Background: an optimization exercise with open tools, aiming at a short achievable clock period and few clock cycles. Do not read the settings as production practice. Only simulation tests tie the RTL to the original design; equivalence was not proved. No activity file was given, so power comes from the tool's default toggle rates.

`config.mk`:
```
export PLATFORM = sky130hd
export DESIGN_NAME = cpu
export DESIGN_NICKNAME = cpu
export VERILOG_FILES = /design/flow/design.v
export SDC_FILE = /design/flow/constraint.sdc
export NUM_CORES = 4
export LEC_CHECK = 0
export CAP_MARGIN = 20
export CORE_MARGIN = 2
export CORE_UTILIZATION = 40
export SLEW_MARGIN = 20
```
`constraint.sdc`:
```
create_clock -name core_clock -period 8.0 [get_ports {clk}]
set_input_delay 1.6000 -clock core_clock [delete_from_list [all_inputs] [get_ports {clk}]]
set_output_delay 1.6000 -clock core_clock [all_outputs]
set_load 0.01 [all_outputs]
```
`design.v`:
```
module cpu(clk,reset,in,out,N,V,Z,w,mem_addr,mem_cmd,halt);
  input clk, reset;
  input [15:0] in;
  output [15:0] out;
  output N, V, Z, w;
  output [8:0] mem_addr;
  output [1:0] mem_cmd;
  output halt;
  wire [15:0] current_instruction;
  wire [2:0] opcode;
  wire [1:0] ALUop;
  wire [1:0] nsel1, nsel2;
  wire [15:0] sximm8, sximm5;
  wire [1:0] shift;
  wire [2:0] readnum1, readnum2, writenum;
  wire write;
  wire loada, loadb, loadc, loads;
  wire [1:0] vsel;
  wire asel, bsel;
  wire [2:0] Z_out;
  wire [15:0] mdata;
  wire [8:0] PC;
  reg [8:0] next_pc;
  wire load_pc;
  wire load;
  wire load_addr;
  wire [8:0] address_out;
  wire [1:0] reset_pc;
  wire addr_sel;
  wire [15:0] data_out1, data_out2;
  wire [2:0] cond;
  wire loadab;
  wire strsel;
  wire [15:0] datapath_out;
  assign N = Z_out[1];
  assign Z = Z_out[0];
  assign V = Z_out[2];
  assign out = strsel ? data_out1 : datapath_out;
  register #(9) pc(
    .clk(clk),
    .data_in(reset ? 9'd0 : next_pc),
    .data_out(PC),
    .write_enable(load_pc | reset));
  register #(9) data_address(
    .clk(clk),
    .data_in(reset ? 9'd0 : datapath_out[8:0]),
    .data_out(address_out),
    .write_enable(load_addr | reset));
  register #(16) INSTRUCTION(
    .clk(clk),
    .data_in(in),
    .data_out(current_instruction),
    .write_enable(load));
  instruction_decoder DECODER(
    .decoder_in(current_instruction),
    .nsel1(nsel1),
    .nsel2(nsel2),
    .opcode(opcode),
    .ALUop(ALUop),
    .readnum1(readnum1),
    .readnum2(readnum2),
    .writenum(writenum),
    .shift(shift),
    .sximm8(sximm8),
    .sximm5(sximm5),
    .cond(cond));
  datapath DP(
    .clk(clk),
    .readnum1(readnum1),
    .readnum2(readnum2),
    .vsel(vsel),
    .shift(shift),
    .asel(asel),
    .bsel(bsel),
    .ALUop(ALUop),
    .loadc(loadc),
    .loads(loads),
    .writenum(writenum),
    .write(write),
    .Z_out(Z_out),
    .datapath_out(datapath_out),
    .mdata(in),
    .sximm8(sximm8),
    .sximm5(sximm5),
    .pc(PC),
    .data_out1(data_out1),
	.loadab(loadab));
  state FSM(
    .clk(clk),
    .reset(reset),
    .opcode(opcode),
    .ALUop(ALUop),
    .loadc(loadc),
    .loads(loads),
    .write(write),
    .asel(asel),
    .bsel(bsel),
    .vsel(vsel),
    .nsel1(nsel1),
    .nsel2(nsel2),
    .w(w),
    .load_ir(load),
    .load_addr(load_addr),
    .reset_pc(reset_pc),
    .addr_sel(addr_sel),
    .load_pc(load_pc),
    .mem_cmd(mem_cmd),
    .Z_in(Z_out),
    .cond(cond),
    .halt(halt),
	.loadab(loadab),
	.strsel(strsel));
  always_comb begin
      case(reset_pc)
        2'b00: next_pc = PC + 1;
        2'b01: next_pc = 9'd0;
        2'b10: next_pc = PC + sximm8[8:0];
        2'b11: next_pc = data_out1[8:0];
      endcase
  end
  assign mem_addr = addr_sel ? PC : address_out;
endmodule
module register(clk, data_in, data_out, write_enable);
  parameter n = 1;
  input clk;
  input write_enable;
  input [n-1:0] data_in;
  output reg [n-1:0] data_out;
  always_ff @(posedge clk) begin
    if (write_enable) begin
      data_out <= data_in;
    end
  end
endmodule
module regfile(
		data_in,
		writenum,
		write,
		readnum1,
		readnum2,
		clk,
		data_out1,
		data_out2);
	input [15:0] data_in;
	input [2:0] writenum, readnum1, readnum2;
	input write;
	input clk;
	output reg [15:0] data_out1, data_out2;
	reg [15:0] R0, R1, R2, R3, R4, R5, R6, R7;
	always_ff @(posedge clk) begin
		if (write) begin
			case(writenum)
				3'd0: R0 <= data_in;
				3'd1: R1 <= data_in;
				3'd2: R2 <= data_in;
				3'd3: R3 <= data_in;
				3'd4: R4 <= data_in;
				3'd5: R5 <= data_in;
				3'd6: R6 <= data_in;
				3'd7: R7 <= data_in;
			endcase
		end
	end
	always_comb begin
		case(readnum1)
			3'd0: data_out1 = R0;
			3'd1: data_out1 = R1;
			3'd2: data_out1 = R2;
			3'd3: data_out1 = R3;
			3'd4: data_out1 = R4;
			3'd5: data_out1 = R5;
			3'd6: data_out1 = R6;
			3'd7: data_out1 = R7;
			default: data_out1 = 16'dx;
		endcase
	end
	always_comb begin
		case(readnum2)
			3'd0: data_out2 = R0;
			3'd1: data_out2 = R1;
			3'd2: data_out2 = R2;
			3'd3: data_out2 = R3;
			3'd4: data_out2 = R4;
			3'd5: data_out2 = R5;
			3'd6: data_out2 = R6;
			3'd7: data_out2 = R7;
			default: data_out2 = 16'dx;
		endcase
	end
endmodule
module shifter(in,shift,sout);
    input [15:0] in;
    input [1:0] shift;
    output reg [15:0] sout;
    always_comb begin
        case(shift)
            2'b00 : sout = in;
            2'b01 : begin
                        sout[15:1] = in[14:0];
                        sout[0] = 1'b0;
                    end
            2'b10 : begin
                        sout[14:0] = in[15:1];
                        sout[15] = 1'b0;
                    end
            2'b11 : begin
                        sout[14:0] = in[15:1];
                        sout[15] = in[15];
                    end
            default : sout = 16'bxxxxxxxxxxxxxxxx;
        endcase
    end
endmodule  
module ALU(Ain,Bin,ALUop,out,Z);
    input [15:0] Ain, Bin;
    input [1:0] ALUop;
    output reg [15:0] out;
    output reg [2:0] Z;
    always_comb begin
        case(ALUop)
			2'b00: begin
				out = Ain + Bin;
				Z[2] = ~(Ain[15] ^ Bin[15]) & (Ain[15] ^ out[15]);
			end
			2'b01: begin
				out = Ain - Bin;
				Z[2] = (Ain[15] ^ Bin[15]) & (Ain[15] ^ out[15]);
			end
			2'b10: begin
				out = Ain & Bin;
				Z[2] = 1'b0;
			end
			2'b11: begin
				out = ~Bin;
				Z[2] = 1'b0;
			end
			default : begin
				out = 16'bxxxxxxxxxxxxxxxx;
				Z[2] = 1'b0;
			end
        endcase
		Z[0] = out == 16'd0;
		Z[1] = out[15];
    end
endmodule
module datapath(
		clk,
		readnum1,
		readnum2,
		vsel,
		shift,
		asel,
		bsel,
		ALUop,
		loadc,
		loads,
		loadab,
		writenum,
		write,
		Z_out,
		datapath_out,
		mdata,
		sximm8,
		sximm5,
		pc,
		data_out1);
	input clk;
	input loadab;
	input [2:0] readnum1, readnum2, writenum;
	input [1:0] vsel;
	input loadc, loads;
	input [1:0] shift;
	input asel, bsel;
	input [1:0] ALUop;
	input write;
	input [15:0] mdata;
	input [15:0] sximm8;
	input [15:0] sximm5;
	input [8:0] pc;
	output reg [15:0] datapath_out;
	output reg [2:0] Z_out;
	output reg [15:0] data_out1;
	reg [15:0] data_out2;
	reg [15:0] data_in;
	wire [15:0] sout;
	reg [15:0] aout;
	wire [15:0] Ain, Bin;
	wire [2:0] Z;
	wire [15:0] out;
	wire [15:0] sin;
	regfile REGFILE(
		.data_in(data_in),
		.writenum(writenum),
		.write(write),
		.readnum1(readnum1),
		.readnum2(readnum2),
		.clk(clk),
		.data_out1(data_out1),
		.data_out2(data_out2)
	);
	register #(16) A(
		.clk(clk),
		.data_in(data_out2),
		.data_out(aout),
		.write_enable(loadab));
	register #(16) B(
		.clk(clk),
		.data_in(data_out1),
		.data_out(sin),
		.write_enable(loadab));
	shifter SHIFTER(
		.in(sin),
		.shift(shift),
		.sout(sout)
	);
	ALU alu(
		.Ain(Ain),
		.Bin(Bin),
		.ALUop(ALUop),
		.out(out),
		.Z(Z)
	);
	register #(16) C(
		.clk(clk),
		.data_in(out),
		.data_out(datapath_out),
		.write_enable(loadc)
	);
	register #(3) status(
		.clk(clk),
		.data_in(Z),
		.data_out(Z_out),
		.write_enable(loads)
	);
	always_comb begin
		case(vsel)
			2'b00: data_in = mdata;
			2'b01: data_in = sximm8;
			2'b10: data_in = {8'b0,pc[7:0]};
			2'b11: data_in = datapath_out;
			default: data_in = 16'bx;
		endcase
	end
	assign Ain = (asel) ? 16'd0 : aout;
	assign Bin = (bsel) ? sximm5 : sout;
endmodule
module instruction_decoder(
		decoder_in,
		nsel1,
		opcode,
		ALUop,
		readnum1,
		readnum2,
		writenum,
		shift,
		sximm8,
		sximm5,
		cond,
		nsel2);
    input [15:0] decoder_in;
    input [1:0] nsel1, nsel2;
    output [1:0] ALUop, shift;
    output [15:0] sximm8, sximm5;
    output [2:0] cond;
    output reg [2:0] readnum1, readnum2, writenum, opcode;
    wire [2:0] Rn, Rd, Rm;
    wire [4:0] imm5;
    wire [7:0] imm8;
    reg [2:0] register;
    assign Rn = decoder_in[10:8];
    assign Rd = decoder_in[7:5];
    assign Rm = decoder_in[2:0];
    assign cond = decoder_in[10:8];
    always_comb begin
        case(nsel1)
            2'b00 : register = Rm;
            2'b01 : register = Rd;
            2'b10 : register = Rn;
            default: register = 2'bxx;
        endcase
    end
    always_comb begin
        case(nsel2)
            2'b00 : readnum2 = Rm;
            2'b01 : readnum2 = Rd;
            2'b10 : readnum2 = Rn;
            default: readnum2 = 2'bxx;
        endcase
    end
    assign readnum1 = register;
    assign writenum  = register; 
    assign opcode = decoder_in[15:13];
    assign ALUop = decoder_in[12:11];
    assign shift = decoder_in[15:13] === 3'b100 ? 2'b00 : decoder_in[4:3];
    assign imm8 = decoder_in[7:0];
    assign imm5 = decoder_in[4:0];
    sign_extend #(5) imm5_assign(
        .imm_in(imm5),
        .sximm_out(sximm5)
    );
    sign_extend #(8) imm8_assign(
        .imm_in(imm8),
        .sximm_out(sximm8)
    );
endmodule
module sign_extend(imm_in, sximm_out);
    parameter n = 1;
    input [n-1:0] imm_in;
    output [15:0] sximm_out;
    assign sximm_out = {{(16-n){imm_in[n-1]}}, imm_in};
endmodule
module state(
    clk,
    reset,
    opcode,
    ALUop,
    loadc,
    loads,
	loadab,
    write,
    asel,
    bsel,
    vsel,
    nsel1,
    nsel2,
    w,
    addr_sel,
    load_addr,
    reset_pc,
    load_pc,
    mem_cmd,
    load_ir,
    Z_in,
    cond,
    halt,
	strsel);
  output reg loadc;
  output reg loads;
  output reg loadab;
  output reg write;
  output reg asel;
  output reg bsel;
  output reg [1:0] vsel;
  output reg [1:0] nsel1, nsel2;
  output reg w;
  output reg addr_sel;
  output reg load_addr;
  output reg [1:0] reset_pc;
  output reg [1:0] mem_cmd;
  output reg load_pc;
  output reg load_ir;
  output reg halt;
  input clk;
  input reset;
  output reg strsel;
  input [2:0] opcode;
  input [1:0] ALUop;
  input [2:0] Z_in;
  input [2:0] cond;
  reg [3:0] state;
  wire [3:0] present_state;
  assign present_state = state;
  always_ff @(posedge clk) begin
    if (reset) begin
      state <= 4'd11;
    end else begin
      case(state)
        4'd11: begin
          state <= 4'd06;
        end
        4'd00: begin
          if (opcode !== 3'b111) begin
            if ({opcode,ALUop} === 5'b10100
              | {opcode,ALUop} === 5'b10110
              | {opcode,ALUop} === 5'b10101
              | {opcode,ALUop} === 5'b01100
              | {opcode,ALUop} === 5'b10000
			  | {opcode,ALUop} === 5'b11000
			  | {opcode,ALUop} === 5'b10111) begin
			  state <= 4'd03;
            end else if (opcode === 3'b001) begin
              case(cond)
                3'b000: state <= 4'd12;
                3'b001: state <= Z_in[0] ? 4'd12 : 4'd06;
                3'b010: state <= ~Z_in[0] ? 4'd12 : 4'd06;
                3'b011: state <= Z_in[1] ^ Z_in[2] ? 4'd12 : 4'd06;
                3'b100: state <= Z_in[0] | (Z_in[1] ^ Z_in[2]) ? 4'd12 : 4'd06;
                default: state <= 5'dx;
              endcase
            end else if (opcode === 3'b010) begin
              case(ALUop)
                2'b11: state <= 4'd12;
                2'b00: state <= 4'd06;
                2'b10: state <= 4'd13;
              endcase
            end else if ({opcode,ALUop} === 5'b11010) begin
              state<= 4'd07;
            end else begin
              state <= 4'd04;
            end
          end
        end
        4'd03: begin
          if ({opcode,ALUop} === 5'b10101) begin
            state <= 4'd07;
          end else if ({opcode,ALUop} === 5'b01100
                     | {opcode,ALUop} === 5'b10000) begin
            state <= 4'd08;
          end else begin
            state <= 4'd04;
          end 
        end
        4'd10: begin
          state <= 4'd09;
        end
        4'd04: begin
          if ({opcode,ALUop} === 5'b01011) begin
            state <= 4'd12;
          end else if ({opcode,ALUop} === 5'b01010) begin
            state <= 4'd13;
          end else if ({opcode,ALUop} === 5'b01100) begin
            state <= 4'd06;
          end else begin
            state <= 4'd07;
          end
        end
        4'd06: begin
          state <= 4'd07;
        end
        4'd07: begin
		  state <= 4'd00;
        end
        4'd08: begin
          state <=4'd09;
        end
        4'd09: begin
          if ({opcode,ALUop} === 5'b10000) begin
            state <= 4'd06;
          end else begin
            state <= 4'd04;
          end
        end
        4'd12: begin
          state <= 4'd06;
        end
        4'd13: begin
          state <= 4'd06;
        end
        default: begin
          state <= 3'bxxx;
        end
      endcase
    end
  end
  always_comb begin
    loadc = 1'b0;
    loads = 1'b0;
    write = 1'b0;
    asel = 1'b0;
    bsel = 1'b0;
    vsel = 1'b0;
    nsel1 = 2'b0;
    nsel2 = 2'b0;
    w = 1'b0;
    load_pc = 1'b0;
    reset_pc = 2'b00;
    addr_sel = 1'b0;
    load_ir = 1'b0;
    mem_cmd = 2'b00;
    load_addr = 1'b0;
    halt = 1'b0;
	loadab = 1'b0;
	strsel = 1'b0;
    case(state)
      4'd11: begin
        load_pc <= 1'b1;
        reset_pc <= 2'b01;
        addr_sel = 1'b1;
        mem_cmd = 2'b01;
      end
      4'd00: begin
        w = 1'b1;
        halt = opcode === 3'b111;
        nsel2 = 2'd2;
        nsel1 = {opcode,ALUop} === 5'b10000 ? 2'd1 : 2'd0;
        loadab = 1'b1;
        if ({opcode,ALUop} === 5'b11010) begin
            vsel = 2'b01;
            nsel1 = 2'd2;
            addr_sel = 1'b1;
            mem_cmd = 2'b01;
            write = 1'b1;
        end else if ({opcode, ALUop} === 5'b01011
                    || {opcode, ALUop} === 5'b01010) begin
            write = 1'b1;
            vsel = 2'd2;
            nsel1 = 2'd2;
        end else if ({opcode, ALUop} === 5'b01000) begin
            nsel1 = 3'd1;
            reset_pc = 2'd3;
            load_pc = 1'b1;
        end
      end
      4'd03: begin
        case({opcode,ALUop})
          5'b10101: begin
            loads = 1'b1;
            addr_sel = 1'b1;
            mem_cmd = 2'b01;
          end
          5'b11000: begin
            asel = 1'b1;
            loadc = 1'b1;
          end
          5'b10100: begin
            loadc = 1'b1;
          end
          5'b10110: begin
            loadc = 1'b1;
          end
          5'b10111: begin
            loadc = 1'b1;
          end
          5'b01100: begin
            loadc = 1'b1;
            bsel = 1'b1;
          end
          5'b10000: begin
            loadc = 1'b1;
            bsel = 1'b1;
          end
          default: begin
            loadc = 1'bx;
          end
        endcase
      end
      4'd04: begin
        write = 1'b1;
        case({opcode,ALUop})
          5'b11010: begin
            vsel = 2'b01;
            nsel1 = 2'd2;
            addr_sel = 1'b1;
            mem_cmd = 2'b01;
          end
          5'b11000: begin
            vsel = 2'b11;
            nsel1 = 2'd1;
            addr_sel = 1'b1;
            mem_cmd = 2'b01;
          end
          5'b10111: begin
            vsel = 2'b11;
            nsel1 = 2'd1;
            addr_sel = 1'b1;
            mem_cmd = 2'b01;
          end
          5'b10110: begin
            vsel = 2'b11;
            nsel1 = 2'd1;
            addr_sel = 1'b1;
            mem_cmd = 2'b01;
          end
          5'b10100: begin
            vsel = 2'b11;
            nsel1 = 2'd1;
            addr_sel = 1'b1;
            mem_cmd = 2'b01;
          end
          5'b01100: begin
            vsel = 2'd0;
            nsel1 = 2'd1;
            addr_sel = 1'b0;
            mem_cmd = opcode === 3'b011 ? 2'b01 : 2'b10;
          end
          5'b01011: begin
            nsel1 = 2'd2;
            vsel = 2'd2;
          end
          5'b01010: begin
            nsel1 = 2'd2;
            vsel = 2'd2;
          end
          default: begin
            vsel = 2'bxx;
            nsel1 = 2'd1;
          end
        endcase
      end
      4'd05: begin
        load_pc = 1'b1;
        addr_sel = 1'b1;
        mem_cmd = 2'b01;
      end
      4'd06: begin
        addr_sel = 1'b1;
        mem_cmd = 2'b01;
      end
      4'd07: begin
	  	load_pc = 1'b1;
        load_ir = 1'b1;
        addr_sel = 1'b1;
        mem_cmd = 2'b01;
      end
      4'd08: begin
        load_addr = 1'b1;
        addr_sel = 1'b0;
        mem_cmd = 2'b01;
      end
      4'd09: begin
        addr_sel = 1'b0;
		nsel1 = 3'd1;
		strsel = opcode === 3'b100;
        mem_cmd = opcode === 3'b011 ? 2'b01 : 2'b10;
      end
      4'd10: begin
        bsel = 1'b0;
        asel = 1'b1;
        loadc = 1'b1;
		nsel1 = 3'd1;
      end
      4'd12: begin
        reset_pc = 2'd2;
        load_pc = 1'b1;
      end
      4'd13: begin
        nsel1 = 3'd1;
        reset_pc = 2'd3;
        load_pc = 1'b1;
      end
      default: begin
        loadc = 1'bx;
        loads = 1'bx;
      end
    endcase
  end
endmodule
```
`run.sh`:
```
#!/bin/bash
# synth_recipe.tcl (not shown) runs the flow's synth.tcl, then flattens the netlist and writes it again
# the make line also repeats each setting of config.mk as NAME=value (left out here)
make -C /OpenROAD-flow-scripts/flow DESIGN_CONFIG=/design/flow/config.mk WORK_HOME=/design/flow/orfs CLKGATE_MAP_FILE= SYNTH_SCRIPT=/design/flow/synth_recipe.tcl finish
```
==> impl_metrics.ini <==
[run_status]
status = timing/DRC/antenna clean

[power_and_ir_drop]
p_sw_frac = 0.320
combPwrFrac = 0.268
internal_power_w = 0.00243
p_seq_frac = 0.390
peakVddDrop_mv = 0.157
clockPowerShare = 0.342
power.switching_w = 0.00114
p_leak_nw = 5.62
p_per_area_nw_per_um2 = 228

[synthesis]
ys_seq_area_frac = 0.472
ys_ff_latch = 217
ys_types = 83
synthTopCellsByArea = edfxtp_1 (47%), nand2_1 (5.3%), nor2_1 (4.4%), a21oi_1 (3.8%), ha_1 (3.8%)
synth_top_area_frac = 0.466
syn_nets = 1504
syn_area_sq_um = 13700
syn_inst = 1443
synth-edff-count = 213
syn_avg_cell_area_sq_um = 9.51
async_reset_ff_frac = 0
yosysTopAreaCell = edfxtp_1
yosys_warnings = 13
synthFlopType = edfxtp_1

[grt]
overflow = 0
grt.total_usage = 0.248
grt_pass1_wl_um = 68200
grt_start_max_net_pins = 39
grt_pass1_vias = 11100
antenna_found_initial = 0

[sta]
tns_ns = 0
finClkSkew_ns = 0.0180
rsz0062_at_grt = false
fin_crit_sh = 0.902
hold_ws_ns = 0.600
setup_viol_count_final = 0
worstMarginPinSlew_ns = 1.15
finalHoldViolCount = 0
slew_headroom = 0.229
fmax_ghz = 0.139
finalCriticalPeriod_ns = 7.22
slew_viol_final = 0

[drt]
drt_iter0_drc = 1367
dr.pass1.iters = 6
via_per_inst = 6.17
wire_per_inst_um = 23.6
ant_nets = 0
num_vias = 11900
drc_errors = 0
finalWirelength_um = 45400

[worst_hold_path]
holdCritPathClass = reg -> reg

[setup_path]
cp-start-kind = register
path_cells = nor3b_1 > nor2_1 > inv_1 > ha_1 > o21ai_0 > nand2_1 > nand2_1 > ha_1 > nor3_1 > nand3_1 > a311oi_1 > a22oi_1 > a21boi_1 > a211oi_1 > o311a_1 > o21a_1 > o31ai_1 > and4b_1
crit_slowest_cell = edfxtp_1
cpPeakStageDelay_ns = 0.76
worstPathRequired_ns = 8.27
end_kind = register
arrival_ns = 7.49
crit_fanout = 31
crit_type = reg -> reg

[final_layout]
fin_nets = 1518
drive_gt1_frac = 0.0881
synthToLayoutAreaGrowth_pct = 13.8

[cts]
post_cts_buffers = 0
h-tree-depth = 1
numCtsBuffers = 24
ctsResizeCount = 0
cts.clk_slew.worst_paths_ns = 0.06
clock-root-buffer = clkbuf_16
insertion_delay_ns = 0.53
clk_path_buf_depth = 3
postCtsHoldBufs = 0
cts.sinks = 217
cts_tree = yes

[floorplanning]
dieHeight_um = 189
ios = 50
core-area_sq_um = 33700
initial_core_util = 0.407
die_width_um = 189
rows = 67
dieArea_sq_um = 35800

[placement]
dpl.hpwl_um = 32900
portBuffers = 49
gp_congestion = 0.946

[run]
cap_violations = 0
## cell usage after synthesis (5+ instances only)
library cell	count
a2111oi_0	6
a211oi_1	17
a21o_1	17
a21oi_1	105
a221o_1	5
a221oi_1	15
a22oi_1	19
a31oi_1	26
and2_1	22
and3_1	7
buf_1	7
buf_2	8
clkbuf_1	80
edfxtp_1	213
ha_1	42
inv_1	48
mux2_1	6
mux2_2	20
mux2i_1	24
mux4_2	9
nand2_1	194
nand2b_1	11
nand3_1	57
nor2_1	160
nor2b_1	21
nor3_1	34
nor4_1	12
o211ai_1	18
o21ai_0	62
o21ai_1	10
o21bai_1	8
o22a_1	8
o22ai_1	18
o31ai_1	18
or3_1	6
xnor2_1	16
xor2_1	6
## through the flow
stage	total power (W)	utilization	cells	area (sq um)	setup slack [ns]
after floorplan	0.00200	-	1443	13700	2.76
after global placement	0.00233	0.437	1878	14700	1.15
after detailed placement	0.00234	0.437	1878	14700	1.11
after CTS	0.00356	0.463	1922	15600	1.03
after global routing	0.00370	0.464	1923	15600	0.457
final	0.00357	0.464	1924	15600	0.783
## worst max-delay path, delay by kind of cell, from the launching register on
kind	cells	cell delay [ns]
simple gates	7	2.21
buf+inv	1	0.20
fa+ha+maj	2	1.25
compound gates	8	2.49
flops	1	0.76
## flip-flops by register name, summed over array words and instances, names as in the netlist, 16 cells and up
name,count
DP.A.data_out,16
DP.B.data_out,16
DP.C.data_out,16
DP.REGFILE.R0,16
DP.REGFILE.R1,16
DP.REGFILE.R2,16
DP.REGFILE.R3,16
DP.REGFILE.R4,16
DP.REGFILE.R5,16
DP.REGFILE.R6,16
DP.REGFILE.R7,16
INSTRUCTION.data_out,16
## power groups by stage
stage	Clock [W]	Sequential, W	Combinational, W
after global routing	0.00128	0.00140	0.00102
final	0.00122	0.00139	0.000955
after CTS	0.00123	0.00139	0.000937
after floorplan	0	0.00137	0.000634
after detailed placement	0	0.00141	0.000931
after global placement	0	0.00141	0.000923
## per-layer routing
metal  share of wire  GRT usage
met5               0          0
met4           0.029     0.0772
met3           0.081     0.0319
met2            0.47      0.402
met1            0.42      0.346
## layout make-up
class | instances | area [sq um]
repair buffers | 85 | 761
inverters | 48 | 180
flip-flops and latches | 217 | 6480
clock inverters | 16 | 226
well taps | 448 | 561
fillers | 3192 | 18100
diodes | 1 | 2.50
multi-input cells | 1081 | 6770
clock buffers | 28 | 647
## final timing paths
check | cells past startpoint | startpoint | end | slack, ns
setup / recovery | 18 | INSTRUCTION.data_out[15] | DP.status.data_out[0] | 0.78
hold / removal | 2 | DP.REGFILE.R0[14] | DP.A.data_out[14] | 0.60
setup reg to reg | 18 | INSTRUCTION.data_out[15] | DP.status.data_out[0] | 0.78
hold reg to reg | 2 | DP.REGFILE.R0[14] | DP.A.data_out[14] | 0.60
## cell families after synthesis
family | count (synthesis) | synth area share
flip-flops | 217 | 0.472
adder cells (fa/ha/maj) | 44 | 0.0405
AND/OR/NAND/NOR | 561 | 0.188
multiplexers | 59 | 0.0536
AO/OA/AOI/OAI | 395 | 0.191
buffers and inverters | 145 | 0.0412
XOR/XNOR | 22 | 0.0140
## placed cells by master (no fill, tap or decap), types with 35 or more instances in the layout
cell / instances
edfxtp_1: 213
nand2_1: 194
nor2_1: 160
a21oi_1: 105
o21ai_0: 60
nand3_1: 57
clkdlybuf4s50_1: 49
inv_1: 48
ha_1: 42
buf_4: 35
Testbench counts, summed over its fixed seeds: cycles 81,145.

port drivers added, routing unchanged:
No port has a modelled driver above. Below, the same layout with a new extraction and two added sets of constraints. Step 1, drivers: a clkbuf_16 drives clk and a buf_2 each remaining input, both assumed. Step 2 adds t to the input delays and takes it off the output delays; t is the mean of the earliest and latest rising clock arrival at the registers after step 1. Input paths then give back, and output paths get back, about the clock's delay inside the block. a / b / c = ideal ports / drivers / drivers and shift; a / b = the first two.
t (ns): 0.574
slack for setup (ns): 0.783 / 0.783 / 0.783
latest minus earliest clock arrival (ns): 0.018 / 0.018
worst register clock-pin slew, ns: 0.07 / 0.07
cell pins on the clock port's net: 1
After both steps setup and hold are still met in this run. The setup slack of this run moves by 0.000 ns with the drivers and by 0.000 ns with both steps.
